Background: an optimization exercise with open tools, aiming at small area, a short achievable clock period and few clock cycles. Do not read the settings as production practice.
RTL that was checked went through simulation tests only; none was proved equivalent to the original.
No functional check of the RTL was part of run 4.
Power figures rest on the tool's default switching activity, not on a simulated workload.

`config.mk`:
```
export PLATFORM = sky130hd
export DESIGN_NAME = sa
export DESIGN_NICKNAME = sa
export VERILOG_FILES = /design/flow/design.v
export SDC_FILE = /design/flow/constraint.sdc
export NUM_CORES = 8
export LEC_CHECK = 0
export ABC_AREA = 1
export CAP_MARGIN = 20
export CORE_MARGIN = 2
export CORE_UTILIZATION = 60
export SLEW_MARGIN = 20
```
`constraint.sdc`:
```
create_clock -name core_clock -period 10.0 [get_ports {CLK}]
set_input_delay 2.0000 -clock core_clock [delete_from_list [all_inputs] [get_ports {CLK}]]
set_output_delay 2.0000 -clock core_clock [all_outputs]
set_load 0.01 [all_outputs]
```
`design.v`:
```
module categorizer (
  input        [15:0] F,
  output logic [18:0] D
);
  logic [4:0] ef;
  logic [9:0] f;
  logic       exp_ones, exp_zero, f_zero;
  logic [3:0] lz;
  logic [9:0] fs;
  always_comb begin
    ef = F[14:10];
    f  = F[9:0];
    exp_ones = &ef;
    exp_zero = ~|ef;
    f_zero   = ~|f;
    lz = 4'd9;
    for (int k = 0; k < 10; k++)
      if (f[k])
        lz = 4'(9 - k);
    fs = f << (lz + 4'd1);
    D[18] = F[15];
    D[17] = ~exp_ones & ~(exp_zero & f_zero);
    D[16] = exp_ones;
    if (exp_ones) begin
      D[15:10] = 6'd0;
      D[9:2]   = 8'd0;
      D[1]     = f[9];
      D[0]     = ~f_zero;
    end else if (exp_zero) begin
      D[15:10] = 6'(4'd9 - lz);
      D[9:0]   = fs;
    end else begin
      D[15:10] = 6'(ef) + 6'd9;
      D[9:0]   = f;
    end
  end
endmodule
module sig_mul (
  input  [9:0] A,
  input  [4:0] NEG,
  input  [5:0] ONE,
  input  [5:0] TWO,
  output [21:10] S,
  output [21:10] C,
  output CO   
);
  wire t1;
  wire t2;
  wire t3;
  wire t4;
  wire t5;
  wire t6;
  wire t7;
  wire t8;
  wire t9;
  wire t10;
  wire t11;
  wire t12;
  wire t13;
  wire t14;
  wire t15;
  wire t16;
  wire t17;
  wire t18;
  wire t19;
  wire t20;
  wire t21;
  wire t22;
  wire t23;
  wire t24;
  wire t25;
  wire t26;
  wire t27;
  wire t28;
  wire t29;
  wire t30;
  wire t31;
  wire t32;
  wire t33;
  wire t34;
  wire t35;
  wire t36;
  wire t37;
  wire t38;
  wire t39;
  wire t40;
  wire t41;
  wire t42;
  wire t43;
  wire t44;
  wire t45;
  wire t46;
  wire t47;
  wire t48;
  wire t49;
  wire t50;
  wire t51;
  wire t52;
  wire t53;
  wire t54;
  wire t55;
  wire t56;
  wire t57;
  wire t58;
  wire t59;
  wire t60;
  wire t61;
  wire t62;
  wire t63;
  wire t64;
  wire t65;
  wire t66;
  wire t67;
  wire t68;
  wire t69;
  wire t70;
  wire t71;
  wire t72;
  wire t73;
  wire t74;
  wire t75;
  wire t76;
  wire t77;
  wire t78;
  wire t79;
  wire t80;
  wire t81;
  wire t82;
  wire t83;
  wire t84;
  wire t85;
  wire t86;
  wire t87;
  wire t88;
  wire t89;
  wire t90;
  wire t91;
  wire t92;
  wire t93;
  wire t94;
  wire t95;
  wire t96;
  wire t97;
  wire t98;
  wire t99;
  wire t100;
  wire t101;
  wire t102;
  wire t103;
  wire t104;
  wire t105;
  wire t106;
  wire t107;
  wire t108;
  wire t109;
  wire t110;
  wire t111;
  wire t112;
  wire t113;
  wire t114;
  wire t115;
  wire t116;
  wire t117;
  wire t118;
  wire t119;
  wire t120;
  wire t121;
  wire t122;
  wire t123;
  wire t124;
  wire t125;
  wire t126;
  wire t127;
  wire t128;
  wire t129;
  wire t130;
  wire t131;
  wire t132;
  wire t133;
  wire t134;
  wire t135;
  wire t136;
  wire t137;
  wire t138;
  wire t139;
  wire t140;
  wire t141;
  wire t142;
  wire t143;
  wire t144;
  wire t145;
  wire t146;
  wire t147;
  wire t148;
  wire t149;
  wire t150;
  wire t151;
  wire t152;
  wire t153;
  wire t154;
  wire t155;
  wire t156;
  wire t157;
  wire t158;
  wire t159;
  wire t160;
  wire t161;
  wire t162;
  wire t163;
  wire t164;
  wire t165;
  wire t166;
  wire t167;
  wire t168;
  wire t169;
  wire t170;
  wire t171;
  wire t172;
  wire t173;
  wire t174;
  wire t175;
  wire t176;
  wire t177;
  wire t178;
  wire t179;
  wire t180;
  wire t181;
  wire t182;
  wire t183;
  wire t184;
  assign t1 = (((ONE[0] & A[0])) ^ NEG[0]);
  assign t2 = (((ONE[0] & A[1]) | (TWO[0] & A[0])) ^ NEG[0]);
  assign t3 = (((ONE[0] & A[2]) | (TWO[0] & A[1])) ^ NEG[0]);
  assign t4 = (((ONE[0] & A[3]) | (TWO[0] & A[2])) ^ NEG[0]);
  assign t5 = (((ONE[0] & A[4]) | (TWO[0] & A[3])) ^ NEG[0]);
  assign t6 = (((ONE[0] & A[5]) | (TWO[0] & A[4])) ^ NEG[0]);
  assign t7 = (((ONE[0] & A[6]) | (TWO[0] & A[5])) ^ NEG[0]);
  assign t8 = (((ONE[0] & A[7]) | (TWO[0] & A[6])) ^ NEG[0]);
  assign t9 = (((ONE[0] & A[8]) | (TWO[0] & A[7])) ^ NEG[0]);
  assign t10 = (((ONE[0] & A[9]) | (TWO[0] & A[8])) ^ NEG[0]);
  assign t11 = (((ONE[0]) | (TWO[0] & A[9])) ^ NEG[0]);
  assign t12 = (((TWO[0])) ^ NEG[0]);
  assign t13 = (((ONE[1] & A[0])) ^ NEG[1]);
  assign t14 = (((ONE[1] & A[1]) | (TWO[1] & A[0])) ^ NEG[1]);
  assign t15 = (((ONE[1] & A[2]) | (TWO[1] & A[1])) ^ NEG[1]);
  assign t16 = (((ONE[1] & A[3]) | (TWO[1] & A[2])) ^ NEG[1]);
  assign t17 = (((ONE[1] & A[4]) | (TWO[1] & A[3])) ^ NEG[1]);
  assign t18 = (((ONE[1] & A[5]) | (TWO[1] & A[4])) ^ NEG[1]);
  assign t19 = (((ONE[1] & A[6]) | (TWO[1] & A[5])) ^ NEG[1]);
  assign t20 = (((ONE[1] & A[7]) | (TWO[1] & A[6])) ^ NEG[1]);
  assign t21 = (((ONE[1] & A[8]) | (TWO[1] & A[7])) ^ NEG[1]);
  assign t22 = (((ONE[1] & A[9]) | (TWO[1] & A[8])) ^ NEG[1]);
  assign t23 = (((ONE[1]) | (TWO[1] & A[9])) ^ NEG[1]);
  assign t24 = (((TWO[1])) ^ NEG[1]);
  assign t25 = (((ONE[2] & A[0])) ^ NEG[2]);
  assign t26 = (((ONE[2] & A[1]) | (TWO[2] & A[0])) ^ NEG[2]);
  assign t27 = (((ONE[2] & A[2]) | (TWO[2] & A[1])) ^ NEG[2]);
  assign t28 = (((ONE[2] & A[3]) | (TWO[2] & A[2])) ^ NEG[2]);
  assign t29 = (((ONE[2] & A[4]) | (TWO[2] & A[3])) ^ NEG[2]);
  assign t30 = (((ONE[2] & A[5]) | (TWO[2] & A[4])) ^ NEG[2]);
  assign t31 = (((ONE[2] & A[6]) | (TWO[2] & A[5])) ^ NEG[2]);
  assign t32 = (((ONE[2] & A[7]) | (TWO[2] & A[6])) ^ NEG[2]);
  assign t33 = (((ONE[2] & A[8]) | (TWO[2] & A[7])) ^ NEG[2]);
  assign t34 = (((ONE[2] & A[9]) | (TWO[2] & A[8])) ^ NEG[2]);
  assign t35 = (((ONE[2]) | (TWO[2] & A[9])) ^ NEG[2]);
  assign t36 = (((TWO[2])) ^ NEG[2]);
  assign t37 = (((ONE[3] & A[0])) ^ NEG[3]);
  assign t38 = (((ONE[3] & A[1]) | (TWO[3] & A[0])) ^ NEG[3]);
  assign t39 = (((ONE[3] & A[2]) | (TWO[3] & A[1])) ^ NEG[3]);
  assign t40 = (((ONE[3] & A[3]) | (TWO[3] & A[2])) ^ NEG[3]);
  assign t41 = (((ONE[3] & A[4]) | (TWO[3] & A[3])) ^ NEG[3]);
  assign t42 = (((ONE[3] & A[5]) | (TWO[3] & A[4])) ^ NEG[3]);
  assign t43 = (((ONE[3] & A[6]) | (TWO[3] & A[5])) ^ NEG[3]);
  assign t44 = (((ONE[3] & A[7]) | (TWO[3] & A[6])) ^ NEG[3]);
  assign t45 = (((ONE[3] & A[8]) | (TWO[3] & A[7])) ^ NEG[3]);
  assign t46 = (((ONE[3] & A[9]) | (TWO[3] & A[8])) ^ NEG[3]);
  assign t47 = (((ONE[3]) | (TWO[3] & A[9])) ^ NEG[3]);
  assign t48 = (((TWO[3])) ^ NEG[3]);
  assign t49 = (((ONE[4] & A[0])) ^ NEG[4]);
  assign t50 = (((ONE[4] & A[1]) | (TWO[4] & A[0])) ^ NEG[4]);
  assign t51 = (((ONE[4] & A[2]) | (TWO[4] & A[1])) ^ NEG[4]);
  assign t52 = (((ONE[4] & A[3]) | (TWO[4] & A[2])) ^ NEG[4]);
  assign t53 = (((ONE[4] & A[4]) | (TWO[4] & A[3])) ^ NEG[4]);
  assign t54 = (((ONE[4] & A[5]) | (TWO[4] & A[4])) ^ NEG[4]);
  assign t55 = (((ONE[4] & A[6]) | (TWO[4] & A[5])) ^ NEG[4]);
  assign t56 = (((ONE[4] & A[7]) | (TWO[4] & A[6])) ^ NEG[4]);
  assign t57 = (((ONE[4] & A[8]) | (TWO[4] & A[7])) ^ NEG[4]);
  assign t58 = (((ONE[4] & A[9]) | (TWO[4] & A[8])) ^ NEG[4]);
  assign t59 = (((ONE[4]) | (TWO[4] & A[9])) ^ NEG[4]);
  assign t60 = (((TWO[4])) ^ NEG[4]);
  assign t61 = ((ONE[5] & A[0]));
  assign t62 = ((ONE[5] & A[1]) | (TWO[5] & A[0]));
  assign t63 = ((ONE[5] & A[2]) | (TWO[5] & A[1]));
  assign t64 = ((ONE[5] & A[3]) | (TWO[5] & A[2]));
  assign t65 = ((ONE[5] & A[4]) | (TWO[5] & A[3]));
  assign t66 = ((ONE[5] & A[5]) | (TWO[5] & A[4]));
  assign t67 = ((ONE[5] & A[6]) | (TWO[5] & A[5]));
  assign t68 = ((ONE[5] & A[7]) | (TWO[5] & A[6]));
  assign t69 = ((ONE[5] & A[8]) | (TWO[5] & A[7]));
  assign t70 = ((ONE[5] & A[9]) | (TWO[5] & A[8]));
  assign t71 = ((ONE[5]) | (TWO[5] & A[9]));
  assign t72 = ((TWO[5]));
  assign t73 = t7 ^ t17;
  assign t74 = t7 & t17;
  assign t75 = t8 ^ t18;
  assign t76 = t8 & t18;
  assign t77 = t9 ^ t19 ^ t29;
  assign t78 = (t9 & t19) | (t9 & t29) | (t19 & t29);
  assign t79 = t39 ^ t49;
  assign t80 = t39 & t49;
  assign t81 = t10 ^ t20 ^ t30;
  assign t82 = (t10 & t20) | (t10 & t30) | (t20 & t30);
  assign t83 = t40 ^ t50;
  assign t84 = t40 & t50;
  assign t85 = t11 ^ t21 ^ t31;
  assign t86 = (t11 & t21) | (t11 & t31) | (t21 & t31);
  assign t87 = t41 ^ t51 ^ t61;
  assign t88 = (t41 & t51) | (t41 & t61) | (t51 & t61);
  assign t89 = t12 ^ t22 ^ t32;
  assign t90 = (t12 & t22) | (t12 & t32) | (t22 & t32);
  assign t91 = t42 ^ t52 ^ t62;
  assign t92 = (t42 & t52) | (t42 & t62) | (t52 & t62);
  assign t93 = t23 ^ t33 ^ t43;
  assign t94 = (t23 & t33) | (t23 & t43) | (t33 & t43);
  assign t95 = t53 ^ t63 ^ NEG[0];
  assign t96 = (t53 & t63) | (t53 & NEG[0]) | (t63 & NEG[0]);
  assign t97 = t24 ^ t34 ^ t44;
  assign t98 = (t24 & t34) | (t24 & t44) | (t34 & t44);
  assign t99 = t54 ^ t64 ^ NEG[0];
  assign t100 = (t54 & t64) | (t54 & NEG[0]) | (t64 & NEG[0]);
  assign t101 = t35 ^ t45 ^ t55;
  assign t102 = (t35 & t45) | (t35 & t55) | (t45 & t55);
  assign t103 = t65 ^ ~NEG[0] ^ ~NEG[1];
  assign t104 = (t65 & ~NEG[0]) | (t65 & ~NEG[1]) | (~NEG[0] & ~NEG[1]);
  assign t105 = t36 ^ t46 ^ t56;
  assign t106 = (t36 & t46) | (t36 & t56) | (t46 & t56);
  assign t107 = t66 ^ 1'b1;
  assign t108 = t66 & 1'b1;
  assign t109 = t47 ^ t57 ^ t67;
  assign t110 = (t47 & t57) | (t47 & t67) | (t57 & t67);
  assign t111 = t48 ^ t58;
  assign t112 = t48 & t58;
  assign t113 = t5 ^ t15;
  assign t114 = t5 & t15;
  assign t115 = t6 ^ t16;
  assign t116 = t6 & t16;
  assign t117 = t73 ^ t27 ^ t37;
  assign t118 = (t73 & t27) | (t73 & t37) | (t27 & t37);
  assign t119 = t75 ^ t28 ^ t38;
  assign t120 = (t75 & t28) | (t75 & t38) | (t28 & t38);
  assign t121 = t77 ^ t79 ^ NEG[4];
  assign t122 = (t77 & t79) | (t77 & NEG[4]) | (t79 & NEG[4]);
  assign t123 = t81 ^ t83 ^ t78;
  assign t124 = (t81 & t83) | (t81 & t78) | (t83 & t78);
  assign t125 = t85 ^ t87 ^ t82;
  assign t126 = (t85 & t87) | (t85 & t82) | (t87 & t82);
  assign t127 = t89 ^ t91 ^ t86;
  assign t128 = (t89 & t91) | (t89 & t86) | (t91 & t86);
  assign t129 = t93 ^ t95 ^ t90;
  assign t130 = (t93 & t95) | (t93 & t90) | (t95 & t90);
  assign t131 = t97 ^ t99 ^ t94;
  assign t132 = (t97 & t99) | (t97 & t94) | (t99 & t94);
  assign t133 = t101 ^ t103 ^ t98;
  assign t134 = (t101 & t103) | (t101 & t98) | (t103 & t98);
  assign t135 = t105 ^ t107 ^ t102;
  assign t136 = (t105 & t107) | (t105 & t102) | (t107 & t102);
  assign t137 = t109 ^ ~NEG[2] ^ t106;
  assign t138 = (t109 & ~NEG[2]) | (t109 & t106) | (~NEG[2] & t106);
  assign t139 = t111 ^ t68 ^ 1'b1;
  assign t140 = (t111 & t68) | (t111 & 1'b1) | (t68 & 1'b1);
  assign t141 = t59 ^ t69 ^ ~NEG[3];
  assign t142 = (t59 & t69) | (t59 & ~NEG[3]) | (t69 & ~NEG[3]);
  assign t143 = t60 ^ t70;
  assign t144 = t60 & t70;
  assign t145 = t3 ^ t13;
  assign t146 = t3 & t13;
  assign t147 = t4 ^ t14;
  assign t148 = t4 & t14;
  assign t149 = t113 ^ t25 ^ NEG[2];
  assign t150 = (t113 & t25) | (t113 & NEG[2]) | (t25 & NEG[2]);
  assign t151 = t115 ^ t26 ^ t114;
  assign t152 = (t115 & t26) | (t115 & t114) | (t26 & t114);
  assign t153 = t117 ^ NEG[3] ^ t116;
  assign t154 = (t117 & NEG[3]) | (t117 & t116) | (NEG[3] & t116);
  assign t155 = t119 ^ t74 ^ t118;
  assign t156 = (t119 & t74) | (t119 & t118) | (t74 & t118);
  assign t157 = t121 ^ t76 ^ t120;
  assign t158 = (t121 & t76) | (t121 & t120) | (t76 & t120);
  assign t159 = t123 ^ t80 ^ t122;
  assign t160 = (t123 & t80) | (t123 & t122) | (t80 & t122);
  assign t161 = t125 ^ t84 ^ t124;
  assign t162 = (t125 & t84) | (t125 & t124) | (t84 & t124);
  assign t163 = t127 ^ t88 ^ t126;
  assign t164 = (t127 & t88) | (t127 & t126) | (t88 & t126);
  assign t165 = t129 ^ t92 ^ t128;
  assign t166 = (t129 & t92) | (t129 & t128) | (t92 & t128);
  assign t167 = t131 ^ t96 ^ t130;
  assign t168 = (t131 & t96) | (t131 & t130) | (t96 & t130);
  assign t169 = t133 ^ t100 ^ t132;
  assign t170 = (t133 & t100) | (t133 & t132) | (t100 & t132);
  assign t171 = t135 ^ t104 ^ t134;
  assign t172 = (t135 & t104) | (t135 & t134) | (t104 & t134);
  assign t173 = t137 ^ t108 ^ t136;
  assign t174 = (t137 & t108) | (t137 & t136) | (t108 & t136);
  assign t175 = t139 ^ t110 ^ t138;
  assign t176 = (t139 & t110) | (t139 & t138) | (t110 & t138);
  assign t177 = t141 ^ t112 ^ t140;
  assign t178 = (t141 & t112) | (t141 & t140) | (t112 & t140);
  assign t179 = t143 ^ 1'b1 ^ t142;
  assign t180 = (t143 & 1'b1) | (t143 & t142) | (1'b1 & t142);
  assign t181 = t71 ^ ~NEG[4] ^ t144;
  assign t182 = (t71 & ~NEG[4]) | (t71 & t144) | (~NEG[4] & t144);
  assign t183 = t72 ^ 1'b1;
  assign t184 = t72 & 1'b1;
  wire [21:0] r0 = {t183, t181, t179, t177, t175, t173, t171, t169, t167, t165, t163, t161, t159, t157, t155, t153, t151, t149, t147, t145, t2, t1};
  wire [21:0] r1 = {t182, t180, t178, t176, t174, t172, t170, t168, t166, t164, t162, t160, t158, t156, t154, t152, t150, t148, t146, NEG[1], 1'b0, NEG[0]};
  wire [10:0] low = {1'b0, r0[9:0]} + {1'b0, r1[9:0]};
  assign S = r0[21:10];
  assign C = r1[21:10];
  assign CO = low[10];
endmodule
module booth_enc (
  input        [9:0] B,
  output logic [4:0] NEG,
  output logic [5:0] ONE,
  output logic [5:0] TWO
);
  logic [11:0] b;   
  always_comb begin
    b = {1'b1, B, 1'b0};
    for (int k = 0; k < 5; k++) begin
      NEG[k] = b[2*k+2] & ~(b[2*k+1] & b[2*k]);
      ONE[k] = b[2*k+1] ^ b[2*k];
      TWO[k] = (b[2*k+2] & ~b[2*k+1] & ~b[2*k]) | (~b[2*k+2] & b[2*k+1] & b[2*k]);
    end
    ONE[5] = ~b[10];
    TWO[5] = b[10];
  end
endmodule
module subnorm_calc (
  input        [11:0] MS  ,
  input        [11:0] MC  ,
  input               CO  ,
  input        [ 6:0] ESUM,
  input               SGN ,
  input               NZ  ,
  input               SP  ,
  output logic [41:0] X   ,
  output logic        CI  ,
  output logic        SPO    
);
  logic [11:0] m;
  logic [11:0] mt;
  logic        add, neg;
  logic [ 5:0] r;
  logic [81:0] v;
  always_comb begin
    m   = MS + MC + 12'(CO);
    add = NZ & (ESUM >= 7'd23) & ~ESUM[6];
    neg = add & SGN;
    mt  = add ? ({m[11:1], m[0] & ~m[11]} ^ {12{SGN}}) : 12'd0;
    r   = ~ESUM[5:0];
    v   = {{41{neg}}, mt, {29{neg}}};
    X   = 42'(v >> r);
    CI  = neg;
    SPO = SP | (NZ & (ESUM[6] | ((ESUM[5:0] == 6'd63) & m[11])));
  end
endmodule
module multiplier (
  input        [18:0] A     ,
  input        [25:0] B     ,
  output logic [11:0] MS    ,
  output logic [11:0] MC    ,
  output logic        CO    ,
  output logic [ 6:0] ESUM  ,
  output logic        SGN   ,
  output logic        NZ    ,  
  output logic        SP    ,  
  output logic        NAN   ,
  output logic        SPSIGN
);
  logic a_zero, b_zero, a_inf, b_inf, a_nan, b_nan, a_snan, b_snan;
  sig_mul sm (
    .A  (A[9:0]  ),
    .NEG(B[16:12]),
    .ONE(B[11:6] ),
    .TWO(B[5:0]  ),
    .S  (MS      ),
    .C  (MC      ),
    .CO (CO      )
  );
  always_comb begin
    ESUM = 7'(A[15:10]) + 7'(B[22:17]);
    SGN  = A[18] ^ B[25];
    NZ   = A[17] & B[24];
    a_zero = ~A[17] & ~A[16];
    b_zero = ~B[24] & ~B[23];
    a_nan  = A[16] & A[0];
    b_nan  = B[23] & B[0];
    a_inf  = A[16] & ~A[0];
    b_inf  = B[23] & ~B[0];
    a_snan = a_nan & ~A[1];
    b_snan = b_nan & ~B[1];
    NAN = a_nan | b_nan | (a_inf & b_zero) | (a_zero & b_inf);
    SP  = NAN | a_inf | b_inf;
    if (a_snan)
      SPSIGN = A[18];
    else if (b_snan)
      SPSIGN = B[25];
    else if (a_nan)
      SPSIGN = A[18];
    else if (b_nan)
      SPSIGN = B[25];
    else
      SPSIGN = A[18] ^ B[25];
  end
endmodule
module post_add_norm (
  input        [41:0] SUM ,
  output logic        SIGN,
  output logic [41:0] MAG
);
  logic [41:0] z;
  always_comb begin
    SIGN = SUM[41];
    z = {SUM[40:0], 1'b0};
    for (int l = 1; l < 42; l = l * 2)
      for (int i = 0; i < 42; i++)
        if ((i / l) % 2 == 1)
          z[i] = z[i] | z[(i / l) * l - 1];
    MAG = SUM ^ ({42{SIGN}} & z);
  end
endmodule
module final_result (
  input        [41:0] MAG    ,
  input               SIGN   ,
  input               SP_ANY ,
  input               SP_NAN ,
  input               SP_SIGN,
  output logic [15:0] DO
);
  logic [39:0] v;
  logic [ 4:0] lz;
  logic        sub;
  logic        ovf;
  always_comb begin
    v = MAG[39:0];
    lz[4] = ~|v[39:24]; if (lz[4]) v = v << 16;
    lz[3] = ~|v[39:32]; if (lz[3]) v = v << 8;
    lz[2] = ~|v[39:36]; if (lz[2]) v = v << 4;
    lz[1] = ~|v[39:38]; if (lz[1]) v = v << 2;
    lz[0] = ~v[39];     if (lz[0]) v = v << 1;
    sub = ~|MAG[39:10];   
    ovf = (|MAG[41:40]) || ((&MAG[39:29]) && (|MAG[28:0]));
    if (SP_ANY)
      DO = {SP_SIGN, SP_NAN ? 15'h7FFF : 15'h7C00};
    else if (ovf)
      DO = {SIGN, 15'h7C00};
    else if (sub)
      DO = {SIGN, 5'd0, MAG[9:0]};
    else
      DO = {SIGN, 5'd30 - lz, v[38:29]};
  end
endmodule
module acc (
  input               CLK    ,
  input               RSTn   ,
  input               DVI    ,
  input               DVN    ,  
  input        [41:0] X      ,
  input               CI     ,
  input               SP     ,
  input               NAN    ,
  input               SPSIGN ,
  output logic [41:0] ACC    ,
  output logic        FIN    ,  
  output logic        SP_ANY ,
  output logic        SP_NAN ,
  output logic        SP_SIGN
);
  logic [1:0] cnt;
  logic       first;   
  logic       first_n;
  logic       clr;     
  always_comb
    first_n = DVI ? (cnt == 2'd3) : first;
  always_ff @(negedge RSTn, posedge CLK)
    if (!RSTn)
      clr <= 1'b0;
    else
      clr <= DVN && first_n;
  logic [41:0] a, g, p, gg, pp;
  always_comb begin
    a  = clr ? 42'd0 : ACC;
    g  = a & X;
    p  = a ^ X;
    gg = g;
    pp = p;
    gg[0] = g[0] | (p[0] & CI);
    for (int l = 1; l < 42; l = l * 2)
      for (int i = 0; i < 42; i++)
        if ((i / l) % 2 == 1) begin
          gg[i] = gg[i] | (pp[i] & gg[(i / l) * l - 1]);
          pp[i] = pp[i] & pp[(i / l) * l - 1];
        end
  end
  always_ff @(posedge CLK)
    ACC <= p ^ {gg[40:0], CI};
  always_ff @(negedge RSTn, posedge CLK)
    if (!RSTn) begin
      cnt   <= 2'd0;
      first <= 1'b1;
      FIN   <= 1'b0;
    end else begin
      if (DVI) begin
        cnt   <= cnt + 2'd1;
      end
      first <= first_n;
      FIN <= DVI && (cnt == 2'd3);
    end
  always_ff @(posedge CLK)
    if (DVI && (first || (!SP_ANY && SP))) begin
      SP_ANY  <= SP;
      SP_NAN  <= NAN;
      SP_SIGN <= SPSIGN;
    end
endmodule
module mac (
  input               CLK ,
  input               RSTn,
  input               DVI ,
  input        [18:0] A   ,
  input        [25:0] B   ,
  output logic        FIN ,
  output logic [44:0] RES
);
  logic [11:0] p_ms, p_mc;
  logic        p_co;
  logic [ 6:0] p_esum;
  logic        p_sgn, p_nz, p_sp, p_nan, p_spsign;
  multiplier mul (
    .A     (A       ),
    .B     (B       ),
    .MS    (p_ms    ),
    .MC    (p_mc    ),
    .CO    (p_co    ),
    .ESUM  (p_esum  ),
    .SGN   (p_sgn   ),
    .NZ    (p_nz    ),
    .SP    (p_sp    ),
    .NAN   (p_nan   ),
    .SPSIGN(p_spsign)
  );
  logic        m_v;
  logic [11:0] m_ms, m_mc;
  logic        m_co;
  logic [ 6:0] m_esum;
  logic        m_sgn, m_nz, m_sp, m_nan, m_spsign;
  always_ff @(negedge RSTn, posedge CLK)
    if (!RSTn)
      m_v <= 1'b0;
    else
      m_v <= DVI;
  always_ff @(posedge CLK) begin
    m_ms     <= p_ms;
    m_mc     <= p_mc;
    m_co     <= p_co;
    m_esum   <= p_esum;
    m_sgn    <= p_sgn;
    m_nz     <= p_nz & DVI;
    m_sp     <= p_sp;
    m_nan    <= p_nan;
    m_spsign <= p_spsign;
  end
  logic [41:0] q_x;
  logic        q_ci, q_sp;
  subnorm_calc align (
    .MS  (m_ms  ),
    .MC  (m_mc  ),
    .CO  (m_co  ),
    .ESUM(m_esum),
    .SGN (m_sgn ),
    .NZ  (m_nz  ),
    .SP  (m_sp  ),
    .X   (q_x   ),
    .CI  (q_ci  ),
    .SPO (q_sp  )
  );
  logic        a_v;
  logic [41:0] a_x;
  logic        a_ci, a_sp, a_nan, a_spsign;
  always_ff @(negedge RSTn, posedge CLK)
    if (!RSTn)
      a_v <= 1'b0;
    else
      a_v <= m_v;
  always_ff @(posedge CLK) begin
    a_x      <= q_x;
    a_ci     <= q_ci;
    a_sp     <= q_sp;
    a_nan    <= m_nan;
    a_spsign <= m_spsign;
  end
  acc accum (
    .CLK    (CLK      ),
    .RSTn   (RSTn     ),
    .DVI    (a_v      ),
    .DVN    (m_v      ),
    .X      (a_x      ),
    .CI     (a_ci     ),
    .SP     (a_sp     ),
    .NAN    (a_nan    ),
    .SPSIGN (a_spsign ),
    .ACC    (RES[41:0]),
    .FIN    (FIN      ),
    .SP_ANY (RES[42]  ),
    .SP_NAN (RES[43]  ),
    .SP_SIGN(RES[44]  )
  );
endmodule
module sa #(parameter DIMENSION = 4) (
  input                                             CLK ,
  input                                             RSTn,
  input        [DIMENSION-1:0]                      DVI ,
  input        [          1:0][DIMENSION-1:0][15:0] DI  ,
  output logic [DIMENSION-1:0][DIMENSION-1:0]       DVO ,
  output logic [DIMENSION-1:0][DIMENSION-1:0][15:0] DO
);
  localparam N = DIMENSION;
  localparam W  = 19;   
  localparam WC = 26;   
  logic [N-1:0][W-1:0]  row_dec, col_dec;
  for (genvar i = 0; i < N; i++) begin : g_dec
    categorizer row_cat (.F(DI[0][i]), .D(row_dec[i]));
    categorizer col_cat (.F(DI[1][i]), .D(col_dec[i]));
  end
  logic [N-1:0][N:0][W-1:0]    row_pp;
  logic [N-1:0][W-1:0]         col_q;     
  logic [N-1:0][WC-1:0]        col_enc;
  logic [N-1:0][N-1:1][WC-1:0] col_pp;    
  logic [N-1:0][N:0]           dv_pp;
  for (genvar i = 0; i < N; i++) begin : g_pp
    logic [4:0] neg;
    logic [5:0] one, two;
    booth_enc col_bth (.B(col_q[i][9:0]), .NEG(neg), .ONE(one), .TWO(two));
    always_comb
      if (col_q[i][16])
        col_enc[i] = {col_q[i][18:10], 15'd0, col_q[i][1:0]};
      else
        col_enc[i] = {col_q[i][18:10], neg, one, two};
    always_ff @(posedge CLK) begin
      row_pp[i][0] <= row_dec[i];
      for (int d = 1; d <= N; d++)
        row_pp[i][d] <= row_pp[i][d-1];
      col_q[i]     <= col_dec[i];
      col_pp[i][1] <= col_enc[i];
      for (int d = 2; d < N; d++)
        col_pp[i][d] <= col_pp[i][d-1];
    end
    always_ff @(negedge RSTn, posedge CLK)
      if (!RSTn)
        dv_pp[i] <= '0;
      else
        dv_pp[i] <= {dv_pp[i][N-1:0], DVI[i]};
  end
  logic [N-1:0][N-1:0]       fin;
  logic [N-1:0][N-1:0][44:0] res;
  logic [N-1:0][44:0]        sel;
  logic [N-1:0][15:0]        result;
  logic [N-1:0][N-1:0][15:0] do_q;
  logic [N-1:0][41:0]        mag_q;
  logic [N-1:0]              sign_q;
  logic [N-1:0][2:0]         sp_q;
  logic [N-1:0][N-1:0]       fin_q;
  logic [N-1:0]              n_sign;
  logic [N-1:0][41:0]        n_mag;
  for (genvar i = 0; i < N; i++) begin : g_row
    for (genvar j = 0; j < N; j++) begin : g_pe
      localparam int DR = (i == 0) ? j + 1 : j;
      localparam int DC = (i == 0) ? 1 : i;
      mac pe (
        .CLK (CLK          ),
        .RSTn(RSTn         ),
        .DVI (dv_pp[i][DR] ),
        .A   (row_pp[i][DR]),
        .B   (col_pp[j][DC]),
        .FIN (fin[i][j]   ),
        .RES (res[i][j]   )
      );
    end
    always_comb begin
      sel[i] = '0;
      for (int j = 0; j < N; j++)
        sel[i] = sel[i] | (res[i][j] & {45{fin[i][j]}});
    end
    post_add_norm abs_val (
      .SUM (sel[i][41:0]),
      .SIGN(n_sign[i]   ),
      .MAG (n_mag[i]    )
    );
    always_ff @(posedge CLK) begin
      mag_q[i]  <= n_mag[i];
      sign_q[i] <= n_sign[i];
      sp_q[i]   <= sel[i][44:42];
    end
    always_ff @(negedge RSTn, posedge CLK)
      if (!RSTn)
        fin_q[i] <= '0;
      else
        fin_q[i] <= fin[i];
    final_result fr (
      .MAG    (mag_q[i]   ),
      .SIGN   (sign_q[i]  ),
      .SP_ANY (sp_q[i][0] ),
      .SP_NAN (sp_q[i][1] ),
      .SP_SIGN(sp_q[i][2] ),
      .DO     (result[i]  )
    );
    for (genvar j = 0; j < N; j++) begin : g_doq
      always_ff @(posedge CLK)
        do_q[i][j] <= result[i] & {16{fin_q[i][j]}};
    end
    always_ff @(posedge CLK)
      DVO[i] <= fin_q[i];
    for (genvar j = 0; j < N; j++) begin : g_do
      always_comb
        DO[i][j] = do_q[i][j];
    end
  end
endmodule
```
`flow/run.sh`:
```
#!/bin/bash
# Own layout flow: the standard synthesis unchanged, then the standard
# ORFS steps with timing repair aimed below the 10 ns clock period (the
# design is still laid out and signed off at the design's clock period and
# constraints), gate resizing across cell footprints, and a clock tree
# without dummy loads.  Each step's output goes to a log file of its own.
set -euo pipefail

# extra make variables for the layout steps
EXTRA="MATCH_CELL_FOOTPRINT=0 SETUP_SLACK_MARGIN=6.45"
export CTS_ARGS="-sink_clustering_enable -repair_clock_nets -sink_clustering_size 40 -sink_clustering_max_diameter 55 -dont_use_dummy_load"

bash standard.sh synth > synth.log 2>&1
sed "s|\"\${@:-finish}\"|$EXTRA \"\${@:-finish}\"|" standard.sh > layout.sh
for step in floorplan place cts route finish; do
  bash layout.sh $step > $step.log 2>&1
done
```
`standard.sh`:
```
#!/bin/bash
# synth_recipe.tcl (not shown) runs the flow's synth.tcl, then flattens the netlist and writes it again
# the make line also repeats each setting of config.mk as NAME=value (left out here)
make -C /OpenROAD-flow-scripts/flow DESIGN_CONFIG=/design/flow/config.mk WORK_HOME=/design/flow/orfs CLKGATE_MAP_FILE= SYNTH_SCRIPT=/design/flow/synth_recipe.tcl "${@:-finish}"
```
==> flow_summary.json, run 1 <==
{
  "syn_inst": 25100,
  "syn_area_um2": 197000,
  "synth_flop_cell": "dfxtp_1",
  "first_global_vias": 158000,
  "cts-buffers-inserted": 303,
  "place_inst": 29000,
  "critPathMaxFanout": 12,
  "clk_pin_slew_ns": 0.09,
  "wl_per_cell_um": 20.9,
  "area_growth_pct": 11.0,
  "cp_top_family": "adder cells",
  "worstPathRequired_ns": 10.78,
  "fin_crit_ns": 3.49,
  "clock_path_buffers": 4,
  "num_vias": 168000,
  "holdBufCountCts": 0,
  "p_sw_mw": 37.4,
  "max_freq_ghz": 0.286,
  "worst-setup-path-type": "register to register",
  "drt_iter0_drc": 17700,
  "p_comb_share_pct": 58.9,
  "drive_above_1_share_pct": 7.59,
  "maxCapViolCount": 0,
  "layoutNonFillerInstCount": 29800,
  "yosysTopAreaCell": "dfxtp_1",
  "coreArea_um2": 327000,
  "seq_area_frac_synth_pct": 34.5,
  "track_usage_pct": 36.2,
  "swShare_pct": 48.2,
  "cellPowerDensity_nw_per_um2": 355,
  "hold_path_depth": 0,
  "hpwl_mm": 482,
  "rsz0062_at_grt": "true",
  "syn_avg_cell_area_um2": 7.85,
  "numClockSinks": 3332,
  "htree_levels": 5,
  "r2r_slack_ns": 6.51,
  "synth-edff-count": 48,
  "ios": 406,
  "min_path_type": "register to register",
  "antenna_found_initial": 53,
  "sequentialPowerShare_pct": 28.1,
  "clock_latency_ns": 0.95,
  "leakagePower_nw": 114,
  "die-area_um2": 332000,
  "hold_viol": 0,
  "finalCritPeriodShare_pct": 34.9,
  "grt-ovfl-total": 0,
  "cp_cell_sequence": "inv_1 > o22ai_1 > xor2_1 > ha_1 > inv_1 > fa_1 > inv_1 > fa_1 > ha_1 > nand2_1 > a21oi_1 > a211oi_1 > o21ai_0",
  "synth_area_leaders": "dfxtp_1 (32%), nand2_1 (9.5%), fa_1 (8.3%)",
  "finalSetupTns_ns": 0,
  "ant_nets": 0,
  "internal-power_mw": 40.2,
  "min_from": "g_row[0].g_pe[1].pe.A[3]$_DFF_P_",
  "drt_wl_total_mm": 621,
  "crit-reg2reg-launch": "g_row[3].g_pe[2].pe.A[7]$_DFF_P_",
  "cts-root-buf": "clkbuf_16",
  "worst_pin_slew_ns": 1.24,
  "setup-violations-final": 0,
  "io_buffers": 405,
  "finClkSkew_ns": 0.0964,
  "grt_pass1_wl_mm": 931,
  "reg2reg_depth": 13,
  "drc": 0,
  "synth_nets": 27300,
  "rows": 210,
  "yosysUniqueCellTypes": 79,
  "worstHoldEndpoint": "g_row[0].g_pe[2].pe.A[3]$_DFF_P_",
  "crit_buf_inv": 3,
  "critPathLaunchType": "register",
  "initial_utilization_pct": 60.2,
  "cts_tree": "yes",
  "slowest_stage": "dfxtp_1",
  "fp.dieW_um": 577,
  "slew_headroom_pct": 17.4,
  "gp_routability_congestion": 0.993,
  "finalMaxSlewViolations": 0,
  "ys_ff_latch": 3332,
  "peakVddDrop_v": 0.000271,
  "critPathMaxStageDelay_ns": 0.50,
  "fin_nets": 27600,
  "r2r_end": "g_row[3].g_pe[2].pe.m_co$_DFF_P_",
  "vias_per_cell": 5.66,
  "die_height_um": 577,
  "grt_max_degree": 48,
  "async_flop_share_pct": 3.63,
  "yosysWarnings": 9,
  "timing.critical_path.mode_cell": "inv_1",
  "crit_arrival_ns": 4.27,
  "worstSetupEndpointType": "register",
  "synth_top_area_share_pct": 32.2,
  "clock_power_share_pct": 13.0,
  "drt_first_pass_iters": 6,
  "outcome": "complete, no violations"
}
flip-flops by register name, summed over array words and instances (netlist names), 76 cells and up:
signal,flops
col_pp,312
g_row.g_pe.pe.m_mc,192
g_row.g_pe.pe.m_esum,112
g_row.g_pe.pe.accum.ACC,672
do_q,256
g_row.g_pe.pe.m_ms,188
g_row.g_pe.pe.a_x,672
g_row.g_pe.pe.A,304
mag_q,168
col_q,76
cell families (layout without fill, tap and decap cells):
logic type / count (synthesis) / count (layout) / share of synthesized area (%)
compound gates: 3930 / 3931 / 11.7
xor+xnor: 1998 / 1999 / 8.90
fa+ha+maj: 2088 / 2088 / 16.4
buf+inv: 4458 / 4760 / 8.78
flops: 3332 / 3332 / 34.5
mux: 12 / 12 / 0.0611
other cells: 0 / 50 / 0
simple gates: 9245 / 9247 / 19.7
final cells by class:
type	count	area, um^2
multi-input cells	17300	114000
diodes	50	125
fillers	28200	108000
repair inverters	35	175
repair buffers	918	9200
clock buffers	303	7580
flip-flops and latches	3332	68000
inverters	3504	13800
well taps	4346	5440
routing by layer:
layer  up-vias  wire (um)  global-route usage, %
li1      81200          -                      -
met1     78900     268000                   50.4
met2      7008     261000                   53.9
met3      1289      61400                   8.04
met4        20      30200                   15.4
met5         -        133                      0
power groups by stage:
stage	Sequential (mW)	Clock (mW)	Combinational (mW)
final	21.8	10.1	45.7
after global routing	22.2	10.7	50.9
after CTS	21.7	10.2	43.7
after detailed placement	21.9	0	42.6
after global placement	21.8	0	41.7
after floorplan	20.1	0	31.0
layout by cell type, fill, tap and decap left out, types with 130 or more instances in the layout:
cell,n
nor2_1,1985
o22ai_1,1079
xnor2_1,369
nand3_1,1634
clkinv_1,130
nand4_1,151
dfxtp_1,3036
fa_1,798
ha_1,1263
xor2_1,1576
inv_1,3160
a21oi_1,1059
nand2_1,4911
o21ai_1,158
dlymetal6s2s_1,293
clkbuf_16,314
o21ai_0,830
buf_4,465
through the flow:
step | power, mW | setup WS (ns) | instance area, um^2 | hold slack, ns | utilization [%]
detailed placement | 64.5 | 4.74 | 203000 | 0.312 | 62.2
finish | 77.6 | 6.51 | 218000 | 0.262 | 66.8
global route | 83.8 | 6.35 | 218000 | 0.259 | 66.8
global placement | 63.5 | 4.74 | 203000 | 0.310 | 62.2
floorplan | 51.1 | 6.27 | 197000 | 0.310 | -
CTS | 75.6 | 6.45 | 214000 | 0.261 | 65.6
worst max-delay path by stage:
stage                                           from                             endpoint  cells past startpoint
floorplan                                      DI[1]                 row_pp[8]$_SDFF_PP0_                     14
global placement                              DI[49]  g_row[3].g_pe[0].pe.A[9]$_SDFF_PP0_                     13
detailed placement                            DI[49]  g_row[3].g_pe[0].pe.A[9]$_SDFF_PP0_                     13
CTS                                           DI[19]  g_row[1].g_pe[0].pe.A[6]$_SDFF_PP0_                     14
global route        g_row[1].g_pe[0].pe.m_co$_DFF_P_  g_row[1].g_pe[0].pe.a_x[33]$_DFF_P_                     17
finish              g_row[3].g_pe[2].pe.A[7]$_DFF_P_     g_row[3].g_pe[2].pe.m_co$_DFF_P_                     13
synth_stat cells, drive strengths merged, types with 108 or more instances:
library cell	instances
a21oi	1118
buf	291
clkbuf	663
clkinv	211
dfxtp	3163
fa	816
ha	1272
inv	3293
nand2	5049
nand3	1671
nand4	151
nor2	2075
nor3	122
o21ai	1073
o21bai	108
o22ai	1081
or2	113
xnor2	375
xor2	1623
timing repair:
action | CTS | global route
gates resized for setup | 650 | 513
pin swaps | 44 | 117
gates cloned | 27 | 23
setup buffers | 125 | 282
setup endpoints to repair | 1532 | 1142
Testbench counts, summed over its fixed seeds: cycles 1,120.
==> inputs of run 2 (changes only) <==
--- a/flow/run.sh
+++ b/flow/run.sh
@@ -7,7 +7,7 @@
 set -euo pipefail
 
 # extra make variables for the layout steps
-EXTRA="MATCH_CELL_FOOTPRINT=0 SETUP_SLACK_MARGIN=6.45"
+EXTRA="MATCH_CELL_FOOTPRINT=0 SETUP_SLACK_MARGIN=6.5"
 export CTS_ARGS="-sink_clustering_enable -repair_clock_nets -sink_clustering_size 40 -sink_clustering_max_diameter 55 -dont_use_dummy_load"
 
 bash standard.sh synth > synth.log 2>&1
--- a/config.mk
+++ b/config.mk
@@ -8,5 +8,5 @@
 export ABC_AREA = 1
 export CAP_MARGIN = 20
 export CORE_MARGIN = 2
-export CORE_UTILIZATION = 60
+export CORE_UTILIZATION = 50
 export SLEW_MARGIN = 20
==> flow_summary.json, run 2 <==
{
  "place_inst": 29800,
  "numClockSinks": 3332,
  "largestRegisters": "g_row.g_pe.pe.a_x: 672 flops, g_row.g_pe.pe.accum.ACC: 672 flops, col_pp: 312 flops",
  "die-area_um2": 398000,
  "antenna_found_initial": 63,
  "cts-buffers-inserted": 349,
  "synth_flop_cell": "dfxtp_1",
  "wl_met1_mm": 297,
  "die_height_um": 631,
  "grt_pass1_wl_mm": 967,
  "fin_crit_ns": 3.49,
  "outcome": "complete, no violations",
  "ff_latch_area_um2": 68100,
  "ant_nets": 0,
  "final_common_cell": "nand2_1",
  "finalSetupTns_ns": 0,
  "syn_inst": 25100,
  "critPathLaunchType": "register",
  "wl_met3_mm": 48.7,
  "seq_area_frac_synth_pct": 34.5,
  "slew_headroom_pct": 18.2,
  "track_usage_pct": 31.5,
  "fp.dieW_um": 631,
  "synth-edff-count": 48,
  "maxCapViolCount": 0,
  "synth_area_leaders": "dfxtp_1 (32%), nand2_1 (9.5%), fa_1 (8.3%)",
  "wl_per_cell_um": 21.0,
  "finalMaxSlewViolations": 0,
  "drive_above_1_share_pct": 9.66,
  "rows": 230,
  "ys_top_cells_by_count": "nand2_1 (4962), inv_1 (3224), dfxtp_1 (3163)",
  "cts-root-buf": "clkbuf_16",
  "finClkSkew_ns": 0.101,
  "worstPathRequired_ns": 10.79,
  "finalCritPeriodShare_pct": 34.9,
  "grt_max_degree": 47,
  "min_path_type": "register to register",
  "layoutNonFillerInstCount": 30800,
  "critPathMaxFanout": 19,
  "ys_ff_latch": 3332,
  "leakagePower_nw": 112,
  "worst_pin_slew_ns": 1.22,
  "fillers": 37200,
  "initial_utilization_pct": 50.2,
  "cts_tree": "yes",
  "gp_routability_congestion": 0.966,
  "yosysWarnings": 9,
  "hold_viol": 0,
  "fin_nets": 27700,
  "worstSetupEndpointType": "register",
  "drt_iter0_drc": 14800,
  "syn_avg_cell_area_um2": 7.85,
  "peakVddDrop_v": 0.000402,
  "area_growth_pct": 12.4,
  "clock_latency_ns": 0.99,
  "most-common-layout-cells": "nand2_1 (4884), inv_1 (3123), dfxtp_1 (2974)",
  "rsz0062_at_grt": "true",
  "synth_nets": 27300,
  "total_power_mw": 79.3,
  "top_layer": "met5",
  "max_freq_ghz": 0.287,
  "synth.most_common_cell": "nand2_1",
  "drc": 0,
  "cellPowerDensity_nw_per_um2": 358,
  "first_global_vias": 157000,
  "vias_per_cell": 5.40,
  "htree_levels": 5,
  "hpwl_mm": 503,
  "grt-ovfl-total": 0,
  "yosysUniqueCellTypes": 79,
  "yosysTopAreaCell": "dfxtp_1",
  "fin_util_pct": 56.4,
  "synth_top_area_share_pct": 32.2,
  "coreArea_um2": 392000,
  "ios": 406,
  "setup-violations-final": 0,
  "syn_area_um2": 197000,
  "drt_wl_total_mm": 647,
  "clk_pin_slew_ns": 0.09,
  "clock_path_buffers": 4,
  "met2WireLength_mm": 278,
  "num_vias": 166000,
  "io_buffers": 405,
  "crit_arrival_ns": 4.28,
  "multi_input_area_um2": 115000,
  "async_flop_share_pct": 3.63,
  "worst-setup-path-type": "register to register",
  "drt_first_pass_iters": 8,
  "holdBufCountCts": 0
}
[run 2: path summary, 6_finish.rpt]
| kind | start | endpoint | slack [ns] | cells past startpoint |
|---|---|---|---|---|
| hold reg to reg | g_row[3].g_pe[1].pe.m_spsign$_DFF_P_ | g_row[3].g_pe[1].pe.a_spsign$_DFF_P_ | 0.30 | 0 |
| setup reg to reg | col_pp[83]$_SDFF_PP0_ | g_row[1].g_pe[1].pe.m_ms[1]$_DFF_P_ | 6.51 | 7 |
| max in group asynchronous | RSTn | g_row[1].g_pe[2].pe.accum.clr$_DFF_PN0_ | 7.61 | 2 |
| hold / removal | g_row[3].g_pe[1].pe.m_spsign$_DFF_P_ | g_row[3].g_pe[1].pe.a_spsign$_DFF_P_ | 0.30 | 0 |
| setup / recovery | col_pp[83]$_SDFF_PP0_ | g_row[1].g_pe[1].pe.m_ms[1]$_DFF_P_ | 6.51 | 7 |
| min in group asynchronous | RSTn | fin_q[15]$_DFF_PN0_ | 1.01 | 1 |
[run 2: timing repair]
| action | in CTS | in global routing |
|---|---|---|
| setup buffers | 216 | 287 |
| endpoints found under the hold margin | 0 | 0 |
| resized for setup | 1104 | 664 |
| pin swaps | 57 | 147 |
| endpoints found under the setup margin | 1619 | 1202 |
| cloned | 37 | 24 |
[run 2: kinds of logic after synthesis]
kind of cell,count (synthesis),synth area share [%]
buf+inv,4458,8.78
compound gates,3930,11.7
fa+ha+maj,2088,16.4
simple gates,9245,19.7
mux,12,0.0611
flops,3332,34.5
xor+xnor,1998,8.90
[run 2: area by class of cell]
| cell class | count | area share, % |
|---|---|---|
| multi-input combinational | 17300 | 51.8 |
| tap | 5220 | 2.95 |
| clock buffer | 349 | 3.95 |
| timing repair inverter | 40 | 0.0939 |
| timing repair buffer | 1021 | 4.02 |
| sequential | 3332 | 30.8 |
| antenna | 31 | 0.0351 |
| inverter | 3504 | 6.35 |
[run 2: where the power goes]
| part | internal, mW | leakage (nW) | switching (mW) |
|---|---|---|---|
| registers | 18.4 | 28.3 | 3.43 |
| logic | 16.7 | 78.9 | 29.6 |
| clock network | 6.07 | 4.30 | 5.02 |
| total | 41.2 | 112 | 38.0 |
[run 2: critical path, stage by stage, from the launching register on]
cell and delay, ns:
dfxtp_1 0.63, clkinv_1 0.65, o22ai_1 0.37, inv_1 0.12, fa_1 0.57, inv_1 0.06, fa_1 0.53, fa_1 0.41
[run 2: stage by stage]
| stage | cell area, um^2 | worst slack [ns] | hold slack, ns |
|---|---|---|---|
| finish | 221000 | 6.51 | 0.305 |
| global route | 221000 | 6.44 | 0.312 |
| CTS | 217000 | 6.38 | 0.304 |
| detailed placement | 205000 | 4.66 | 0.312 |
| global placement | 205000 | 4.59 | 0.311 |
| floorplan | 198000 | 6.27 | 0.310 |
[run 2: layer usage]
layer  track usage, %  vias up
met2             48.1     5581
li1                 -    81500
met5                0        -
met3             5.41      913
met4             10.2       12
met1             44.9    78100
==> inputs of run 3 (changes only) <==
--- a/design.v
+++ b/design.v
@@ -767,7 +767,7 @@
   logic [N-1:0][N-1:0][44:0] res;
   logic [N-1:0][44:0]        sel;
   logic [N-1:0][15:0]        result;
-  logic [N-1:0][N-1:0][15:0] do_q;
+  logic [N-1:0][15:0]        do_q;
   logic [N-1:0][41:0]        mag_q;
   logic [N-1:0]              sign_q;
   logic [N-1:0][2:0]         sp_q;
@@ -816,15 +816,13 @@
       .SP_SIGN(sp_q[i][2] ),
       .DO     (result[i]  )
     );
-    for (genvar j = 0; j < N; j++) begin : g_doq
-      always_ff @(posedge CLK)
-        do_q[i][j] <= result[i] & {16{fin_q[i][j]}};
-    end
+    always_ff @(posedge CLK)
+      do_q[i] <= result[i];
     always_ff @(posedge CLK)
       DVO[i] <= fin_q[i];
     for (genvar j = 0; j < N; j++) begin : g_do
       always_comb
-        DO[i][j] = do_q[i][j];
+        DO[i][j] = do_q[i];
     end
   end
 endmodule
==> flow/run.sh (replaced) <==
#!/bin/bash
# Own layout flow: the standard synthesis unchanged, then the standard
# ORFS steps with timing repair aimed below the 10 ns clock period (the
# design is still laid out and signed off at the design's clock period and
# constraints), gate resizing across cell footprints, a clock tree without
# dummy loads, and the DO pins that share a register placed side by side.
# Each step's output goes to a log file of its own.
set -euo pipefail

# extra make variables for the layout steps
EXTRA="MATCH_CELL_FOOTPRINT=0 SETUP_SLACK_MARGIN=6.45 PRE_IO_PLACEMENT_TCL=$(pwd)/flow/io.tcl"
export CTS_ARGS="-sink_clustering_enable -repair_clock_nets -sink_clustering_size 40 -sink_clustering_max_diameter 55 -dont_use_dummy_load"

bash standard.sh synth > synth.log 2>&1
sed "s|\"\${@:-finish}\"|$EXTRA \"\${@:-finish}\"|" standard.sh > layout.sh
for step in floorplan place cts route finish; do
  bash layout.sh $step > $step.log 2>&1
done
==> flow/io.tcl (new file) <==
# Pin placement: the four DO ports of a row that show the same register bit
# (DO[i][0..3][b]) are placed next to each other.
for {set i 0} {$i < 4} {incr i} {
  for {set b 0} {$b < 16} {incr b} {
    set pins {}
    for {set j 0} {$j < 4} {incr j} {
      lappend pins "DO\[[expr {$i * 64 + $j * 16 + $b}]\]"
    }
    set_io_pin_constraint -group -order -pin_names $pins
  }
}
==> flow_summary.json, run 3 <==
{
  "outcome": "complete, no violations",
  "finalMaxSlewViolations": 0,
  "synth_top_area_share_pct": 30.6,
  "fin_util_pct": 56.0,
  "clock_power_share_pct": 14.2,
  "cts-buffers-inserted": 345,
  "initial_utilization_pct": 50.3,
  "swShare_pct": 48.0,
  "synth_area_leaders": "dfxtp_1 (31%), nand2_1 (11%), fa_1 (8.4%)",
  "most-common-layout-cells": "nand2_1 (5582), inv_1 (3177), dfxtp_1 (2765)",
  "die_height_um": 627,
  "r2r_end": "g_row[0].g_pe[2].pe.m_co$_DFF_P_",
  "grt-ovfl-total": 0,
  "grt_max_degree": 55,
  "setup_slack_ns": 6.47,
  "ys_top_cells_by_count": "nand2_1 (5628), inv_1 (3271), dfxtp_1 (2971)",
  "crit_buf_inv": 3,
  "num_vias": 168000,
  "fp.dieW_um": 627,
  "critPathLaunchType": "register",
  "ios": 406,
  "reg2reg_depth": 13,
  "fin_crit_ns": 3.53,
  "die-area_um2": 393000,
  "track_usage_pct": 32.4,
  "max_freq_ghz": 0.283,
  "p_comb_share_pct": 58.3,
  "crit_cells": 13,
  "peakVddDrop_v": 0.000235,
  "synth_compound_area_share_pct": 12.0,
  "crit_start": "g_row[0].g_pe[2].pe.A[6]$_DFF_P_",
  "drt_first_pass_iters": 8,
  "cp_cell_sequence": "clkinvlp_4 > o22ai_1 > xor2_1 > ha_1 > fa_1 > inv_1 > fa_1 > inv_1 > ha_1 > nand2_1 > a21oi_1 > a211oi_1 > o21ai_0",
  "first_global_vias": 157000,
  "drt_iter0_drc": 15600,
  "slowest_stage": "dfxtp_1",
  "fin_nets": 27900,
  "syn_avg_cell_area_um2": 7.66,
  "drt_wl_total_mm": 658,
  "htree_levels": 5,
  "synth-edff-count": 48,
  "async_flop_share_pct": 3.85,
  "internal-power_mw": 39.4,
  "vias_per_cell": 5.44,
  "cellPowerDensity_nw_per_um2": 351,
  "slew_headroom_pct": 17.0,
  "finalSetupTns_ns": 0,
  "ys_ff_latch": 3140,
  "wl_per_cell_um": 21.3,
  "min_path_type": "register to register",
  "clk_pin_slew_ns": 0.07,
  "cts-root-buf": "clkbuf_16",
  "finalCritPeriodShare_pct": 35.3,
  "finClkSkew_ns": 0.0953,
  "gp_routability_congestion": 0.988,
  "yosysUniqueCellTypes": 72,
  "synth_nets": 27600,
  "drive_above_1_share_pct": 8.44,
  "hpwl_mm": 516,
  "area_growth_pct": 11.3,
  "critPathCapture": "g_row[0].g_pe[2].pe.m_co$_DFF_P_",
  "drc": 0,
  "r2r_slack_ns": 6.47,
  "worst_pin_slew_ns": 1.24,
  "synth-simple-area-share_pct": 20.5,
  "cp_top_family": "adder cells",
  "critPathMaxFanout": 5,
  "sequentialPowerShare_pct": 27.5,
  "hold_viol": 0,
  "setup-violations-final": 0,
  "synth_top_family_by_area": "simple AND/OR/NAND/NOR gates",
  "cts_tree": "yes",
  "worst-setup-path-type": "register to register",
  "rows": 228,
  "rsz0062_at_grt": "true",
  "syn_area_um2": 194000,
  "numClockSinks": 3140,
  "crit-reg2reg-launch": "g_row[0].g_pe[2].pe.A[6]$_DFF_P_",
  "synth-adder-area-share_pct": 16.6,
  "largestRegisters": "g_row.g_pe.pe.a_x: 672 flops, g_row.g_pe.pe.accum.ACC: 672 flops, col_pp: 312 flops",
  "seq_area_frac_synth_pct": 32.9,
  "ant_nets": 0,
  "io_buffers": 405,
  "clock_latency_ns": 0.99,
  "holdBufCountCts": 0,
  "yosysTopAreaCell": "dfxtp_1",
  "synth_mux_area_share_pct": 0.0728,
  "synth_xor_area_share_pct": 8.33,
  "leakagePower_nw": 110,
  "final_common_cell": "nand2_1",
  "p_sw_mw": 36.4,
  "coreArea_um2": 386000,
  "clock_path_buffers": 4,
  "critPathMaxStageDelay_ns": 0.58,
  "dpl_worst_slack_ns": 4.77,
  "worstSetupEndpointType": "register",
  "synth_flop_cell": "dfxtp_1",
  "grt_pass1_wl_mm": 973,
  "yosysWarnings": 9,
  "worstPathRequired_ns": 10.81,
  "maxCapViolCount": 0,
  "syn_inst": 25400,
  "antenna_found_initial": 64,
  "synth.most_common_cell": "nand2_1",
  "crit_arrival_ns": 4.34
}
[run 3: layer usage]
layer / wire (um) / track usage (%)
met1: 285000 / 44.1
met2: 287000 / 50.7
met3: 48800 / 4.46
met4: 37200 / 15.4
met5: 69 / 0
[run 3: area by class of cell]
cell class              instances  area [um^2]
fillers                     37100       170000
multi-input cells           17600       113000
flip-flops and latches       3140        64300
inverters                    3588        14200
repair buffers               1025         8880
clock buffers                 345         8630
well taps                    5175         6470
repair inverters               28          143
diodes                         44          110
[run 3: power groups by stage]
stage | clock (mW) | sequential [mW] | combinational (mW)
after CTS | 11.0 | 20.7 | 43.0
after detailed placement | 0 | 20.9 | 42.1
after global routing | 11.5 | 21.3 | 49.6
after floorplan | 0 | 19.0 | 30.8
final | 10.8 | 20.9 | 44.2
after global placement | 0 | 20.9 | 41.5
[run 3: cells by family (layout without fill, tap and decap cells)]
| group | after synthesis | after routing |
|---|---|---|
| DFF | 3140 | 3140 |
| AOI/OAI and AO/OA | 3982 | 3982 |
| adders and majority gates | 2088 | 2088 |
| other | 0 | 44 |
| buffers and inverters | 4643 | 4986 |
| muxes | 14 | 14 |
| xor gates and xnor gates | 1847 | 1847 |
| and+or+nand+nor | 9646 | 9646 |
[run 3: worst register-to-register path, stage by stage (launching register included)]
cell	delay, ns
dfxtp_1	0.58
clkinvlp_4	0.25
o22ai_1	0.27
xor2_1	0.21
ha_1	0.27
fa_1	0.48
inv_1	0.05
fa_1	0.48
inv_1	0.05
ha_1	0.30
nand2_1	0.06
a21oi_1	0.04
a211oi_1	0.23
o21ai_0	0.11
[run 3: worst min-delay path by stage]
| stage | depth (start not counted) | startpoint | to |
|---|---|---|---|
| 3_3_place_gp | 0 | col_q[52]$_SDFF_PP0_ | col_pp[177]$_DFF_P_ |
| 3_5_place_dp | 0 | col_q[13]$_SDFF_PP0_ | col_pp[20]$_DFF_P_ |
| 4_1_cts | 0 | col_q[29]$_SDFF_PP0_ | col_pp[95]$_DFF_P_ |
| 5_1_grt | 0 | col_q[29]$_SDFF_PP0_ | col_pp[95]$_DFF_P_ |
| 2_1_floorplan | 0 | col_q[34]$_SDFF_PP0_ | col_pp[100]$_DFF_P_ |
| 6_report | 0 | col_q[29]$_SDFF_PP0_ | col_pp[95]$_DFF_P_ |
[run 3: per-stage QoR]
step	area (um^2)	cells	hold slack, ns	total power, mW
floorplan	195000	25400	0.310	49.9
global placement	201000	30000	0.311	62.4
detailed placement	201000	30000	0.312	63.0
CTS	213000	30600	0.287	74.8
global route	216000	30900	0.281	82.4
finish	216000	30900	0.285	75.9
[run 3: what timing repair did]
action,CTS,global route
cloned,26,21
pin swaps,77,134
gates resized for setup,872,450
buffers inserted,196,272
endpoints found under the setup margin,1301,861
Testbench counts of run 3, summed over its fixed seeds: cycles 1,120.
==> inputs of run 4 (changes only) <==
--- a/design.v
+++ b/design.v
@@ -449,21 +449,25 @@
   output logic        CI  ,
   output logic        SPO    
 );
-  logic [11:0] m;
+  logic [11:0] ms, mc, c;
+  logic        co;
   logic [11:0] mt;
   logic        add, neg;
   logic [ 5:0] r;
   logic [81:0] v;
   always_comb begin
-    m   = MS + MC + 12'(CO);
     add = NZ & (ESUM >= 7'd23) & ~ESUM[6];
     neg = add & SGN;
-    mt  = add ? ({m[11:1], m[0] & ~m[11]} ^ {12{SGN}}) : 12'd0;
+    ms  = (MS & {12{add}}) ^ {12{neg}};
+    mc  = (MC & {12{add}}) ^ {12{neg}};
+    co  = (CO & add) ^ neg;
+    c   = ms + mc + 12'(co);
+    mt  = {c[11:1], ((c[0] ^ neg) & ~(c[11] ^ neg)) ^ neg};
     r   = ~ESUM[5:0];
     v   = {{41{neg}}, mt, {29{neg}}};
     X   = 42'(v >> r);
     CI  = neg;
-    SPO = SP | (NZ & (ESUM[6] | ((ESUM[5:0] == 6'd63) & m[11])));
+    SPO = SP | (NZ & (ESUM[6] | ((ESUM[5:0] == 6'd63) & (c[11] ^ neg))));
   end
 endmodule
 module multiplier (
--- a/flow/run.sh
+++ b/flow/run.sh
@@ -8,7 +8,7 @@
 set -euo pipefail
 
 # extra make variables for the layout steps
-EXTRA="MATCH_CELL_FOOTPRINT=0 SETUP_SLACK_MARGIN=6.45 PRE_IO_PLACEMENT_TCL=$(pwd)/flow/io.tcl"
+EXTRA="MATCH_CELL_FOOTPRINT=0 SETUP_SLACK_MARGIN=6.5 PRE_IO_PLACEMENT_TCL=$(pwd)/flow/io.tcl"
 export CTS_ARGS="-sink_clustering_enable -repair_clock_nets -sink_clustering_size 40 -sink_clustering_max_diameter 55 -dont_use_dummy_load"
 
 bash standard.sh synth > synth.log 2>&1
==> flow_summary.json, run 4 <==
{
  "outcome": "complete, no violations",
  "holdBufCountCts": 0,
  "synth-edff-count": 48,
  "first_global_vias": 163000,
  "ios": 406,
  "worstHoldEndpoint": "col_pp[255]$_DFF_P_",
  "htree_levels": 5,
  "reg2reg_depth": 25,
  "fin_crit_ns": 3.54,
  "synth_area_leaders": "dfxtp_1 (30%), nand2_1 (8.7%), fa_1 (8.3%)",
  "synth_nets": 27600,
  "largestRegisters": "g_row.g_pe.pe.a_x: 672 flops, g_row.g_pe.pe.accum.ACC: 672 flops, col_pp: 312 flops",
  "finalCritPeriodShare_pct": 35.4,
  "track_usage_pct": 33.2,
  "clock_path_buffers": 4,
  "whs_ns": 0.249,
  "cts_tree": "yes",
  "yosysWarnings": 9,
  "hpwl_mm": 524,
  "hold_viol": 0,
  "rows": 229,
  "critPathMaxFanout": 6,
  "fin_nets": 28300,
  "stdcell_area_um2": 231000,
  "peakVddDrop_v": 0.000217,
  "slowest_stage": "dfxtp_4",
  "synth_flop_cell": "dfxtp_1",
  "clock_latency_ns": 1.00,
  "synth.most_common_cell": "nand2_1",
  "ys_top_cells_by_count": "nand2_1 (4558), inv_1 (3458), dfxtp_1 (2971)",
  "cellPowerDensity_nw_per_um2": 331,
  "min_path_type": "register to register",
  "die_height_um": 630,
  "synth_top_area_share_pct": 30.4,
  "vias_per_cell": 5.53,
  "grt_max_degree": 56,
  "worst_pin_slew_ns": 1.25,
  "gp_routability_congestion": 1.01,
  "critPathLaunchType": "register",
  "yosysTopAreaCell": "dfxtp_1",
  "drc": 0,
  "worstSetupEndpointType": "register",
  "yosysUniqueCellTypes": 70,
  "drt_first_pass_iters": 9,
  "finClkSkew_ns": 0.0831,
  "initial_utilization_pct": 50.3,
  "drt_iter0_drc": 15700,
  "synth-simple-area-share_pct": 18.4,
  "drt_wl_total_mm": 689,
  "numClockSinks": 3140,
  "r2r_end": "g_row[1].g_pe[2].pe.a_x[5]$_DFF_P_",
  "most-common-layout-cells": "nand2_1 (4135), inv_1 (3265), dfxtp_1 (2697)",
  "seq_area_frac_synth_pct": 32.6,
  "r2r_slack_ns": 6.46,
  "io_buffers": 405,
  "synth_top_family_by_area": "simple AND/OR/NAND/NOR gates",
  "maxCapViolCount": 0,
  "finalMaxSlewViolations": 0,
  "num_vias": 174000,
  "die-area_um2": 397000,
  "worst-setup-path-type": "register to register",
  "cts-root-buf": "clkbuf_16",
  "slew_headroom_pct": 16.7,
  "max_freq_ghz": 0.283,
  "synth_xor_area_share_pct": 9.97,
  "coreArea_um2": 390000,
  "async_flop_share_pct": 3.85,
  "syn_inst": 25300,
  "ant_nets": 0,
  "cts-buffers-inserted": 344,
  "fp.dieW_um": 630,
  "grt-ovfl-total": 0,
  "wl_per_cell_um": 22.0,
  "leakagePower_nw": 113,
  "clk_pin_slew_ns": 0.07,
  "min_from": "col_q[71]$_SDFF_PP0_",
  "crit_arrival_ns": 4.37,
  "ys_ff_latch": 3140,
  "grt_pass1_wl_mm": 1010,
  "synth_compound_area_share_pct": 12.6,
  "antenna_found_initial": 81,
  "synth-adder-area-share_pct": 16.5,
  "syn_avg_cell_area_um2": 7.74,
  "hold_path_depth": 0,
  "area_growth_pct": 17.8,
  "placed_area_um2": 203000,
  "syn_area_um2": 196000,
  "rsz0062_at_grt": "true",
  "worstPathRequired_ns": 10.83,
  "final_common_cell": "nand2_1",
  "drive_above_1_share_pct": 16.5,
  "finalSetupTns_ns": 0,
  "critPathMaxStageDelay_ns": 0.35,
  "crit-reg2reg-launch": "g_row[1].g_pe[2].pe.m_esum[5]$_DFF_P_",
  "setup-violations-final": 0,
  "synth_mux_area_share_pct": 0.0932
}
run 4: cell count changes in the layout (fill, tap and decap cells not counted), moves of 224 or more:
cell,before,now
nand2_1,5582,4135
nand2_2,64,371
o21ai_0,931,707
nand3_1,1732,1290
xnor2_1,276,651
buf_4,573,937
nand3_2,18,351
run 4: area by class of cell:
type                       count  area [um^2]
fill                       35900       159000
multi-input combinational  17400       123000
sequential                  3140        64700
inverter                    3719        14900
timing repair buffer        1487        12800
clock buffer                 344         8610
tap                         5197         6500
antenna                       84          210
timing repair inverter        17         88.8
run 4: report_power, final:
part | internal, mW | switching, mW | leakage [nW]
Combinational | 17.1 | 27.3 | 81.4
Sequential | 17.6 | 3.66 | 26.8
Clock | 5.98 | 4.84 | 4.24
run 4: layer usage:
metal / share of wire [%] / vias to the layer above / track usage (%)
met5: 0.061 / - / 0
met4: 5.9 / 30 / 17.0
met3: 8.5 / 1453 / 6.43
met2: 43 / 6838 / 50.1
met1: 43 / 82300 / 45.0
li1: - / 83000 / -
run 4: repair_timing:
item / in CTS / in global routing
setup endpoints to repair: 1600 / 1160
pin swaps: 161 / 835
endpoints found under the hold margin: 0 / 0
gates resized for setup: 1927 / 2278
buffers inserted: 446 / 482
gates cloned: 55 / 17
run 4: logic make-up after synthesis:
family / after synthesis
buffers and inverters: 4835
AO/OA/AOI/OAI: 4267
XOR/XNOR: 2231
adder cells (fa/ha/maj): 2088
multiplexers: 18
flip-flops: 3140
AND/OR/NAND/NOR: 8751
run 4: worst max-delay path by stage:
stage,from,to,slack [ns],cells past startpoint
3_3_place_gp,g_row[0].g_pe[0].pe.m_esum[2]$_DFF_P_,g_row[0].g_pe[0].pe.a_x[11]$_DFF_P_,4.63,20
2_1_floorplan,DI[1],row_pp[8]$_SDFF_PP0_,6.27,14
5_1_grt,g_row[2].g_pe[1].pe.m_esum[5]$_DFF_P_,g_row[2].g_pe[1].pe.a_x[34]$_DFF_P_,6.25,25
4_1_cts,do_q[23]$_DFF_P_,DO[71],6.46,1
3_5_place_dp,g_row[2].g_pe[1].pe.m_esum[3]$_DFF_P_,g_row[2].g_pe[1].pe.a_x[26]$_DFF_P_,4.55,23
6_report,g_row[1].g_pe[2].pe.m_esum[5]$_DFF_P_,g_row[1].g_pe[2].pe.a_x[5]$_DFF_P_,6.46,25
run 4: worst max-delay path, delay by kind of cell, from the launching register on:
| family | cells | cell delay [ns] |
|---|---|---|
| XOR/XNOR | 2 | 0.34 |
| flip-flops | 1 | 0.35 |
| AO/OA/AOI/OAI | 7 | 1.05 |
| buffers and inverters | 7 | 0.82 |
| adder cells (fa/ha/maj) | 1 | 0.17 |
| AND/OR/NAND/NOR | 8 | 0.65 |
run 4: metrics by stage:
stage	instances	setup WS [ns]	power, mW	utilization, %
4_1_cts	30800	6.46	72.6	56.1
3_5_place_dp	29900	4.55	59.6	52.1
5_1_grt	31300	6.25	82.6	59.2
6_report	31400	6.46	76.5	59.3
2_1_floorplan	25300	6.27	48.0	-
3_3_place_gp	29900	4.63	59.1	52.1

-- separate check: timing with driven ports --
How much do the figures lean on ideal ports? The routed layouts below were timed once more, with nothing changed but the port constraints. Step 1 (the two cells are an assumption about what drives the block):
set clk [get_ports {CLK}]
set_driving_cell -lib_cell sky130_fd_sc_hd__clkbuf_16 $clk
set_driving_cell -lib_cell sky130_fd_sc_hd__buf_2 [delete_from_list [all_inputs] $clk]
Step 2 adds t to the input delays and takes it off the output delays; t is the mean of the earliest and latest rising clock arrival at the registers after step 1. Input paths then give back, and output paths get back, about the clock's delay inside the block. Slacks: ideal / step 1 / step 2; pairs: ideal / step 1.
run	t, ns	setup WS [ns]	worst hold slack (ns)	worst register clock-pin slew, ns	worst data-port slew with drivers (ns)
run 1	1.035	6.506 / 6.361 / 5.326	0.262 / 0.262 / 0.262	0.10 / 0.10	0.52
run 2	1.059	6.514 / 6.447 / 5.553	0.305 / 0.305 / 0.305	0.10 / 0.10	0.21
run 3	1.066	6.466 / 6.380 / 5.548	0.285 / 0.285 / 0.285	0.11 / 0.11	0.07
run 4	1.058	6.464 / 6.420 / 5.448	0.249 / 0.249 / 0.249	0.10 / 0.10	0.33
After both steps setup and hold are still met in every run listed. For run 1, which loses most, drivers alone change the setup slack by -0.145 ns; drivers and shift together by -1.180 ns.
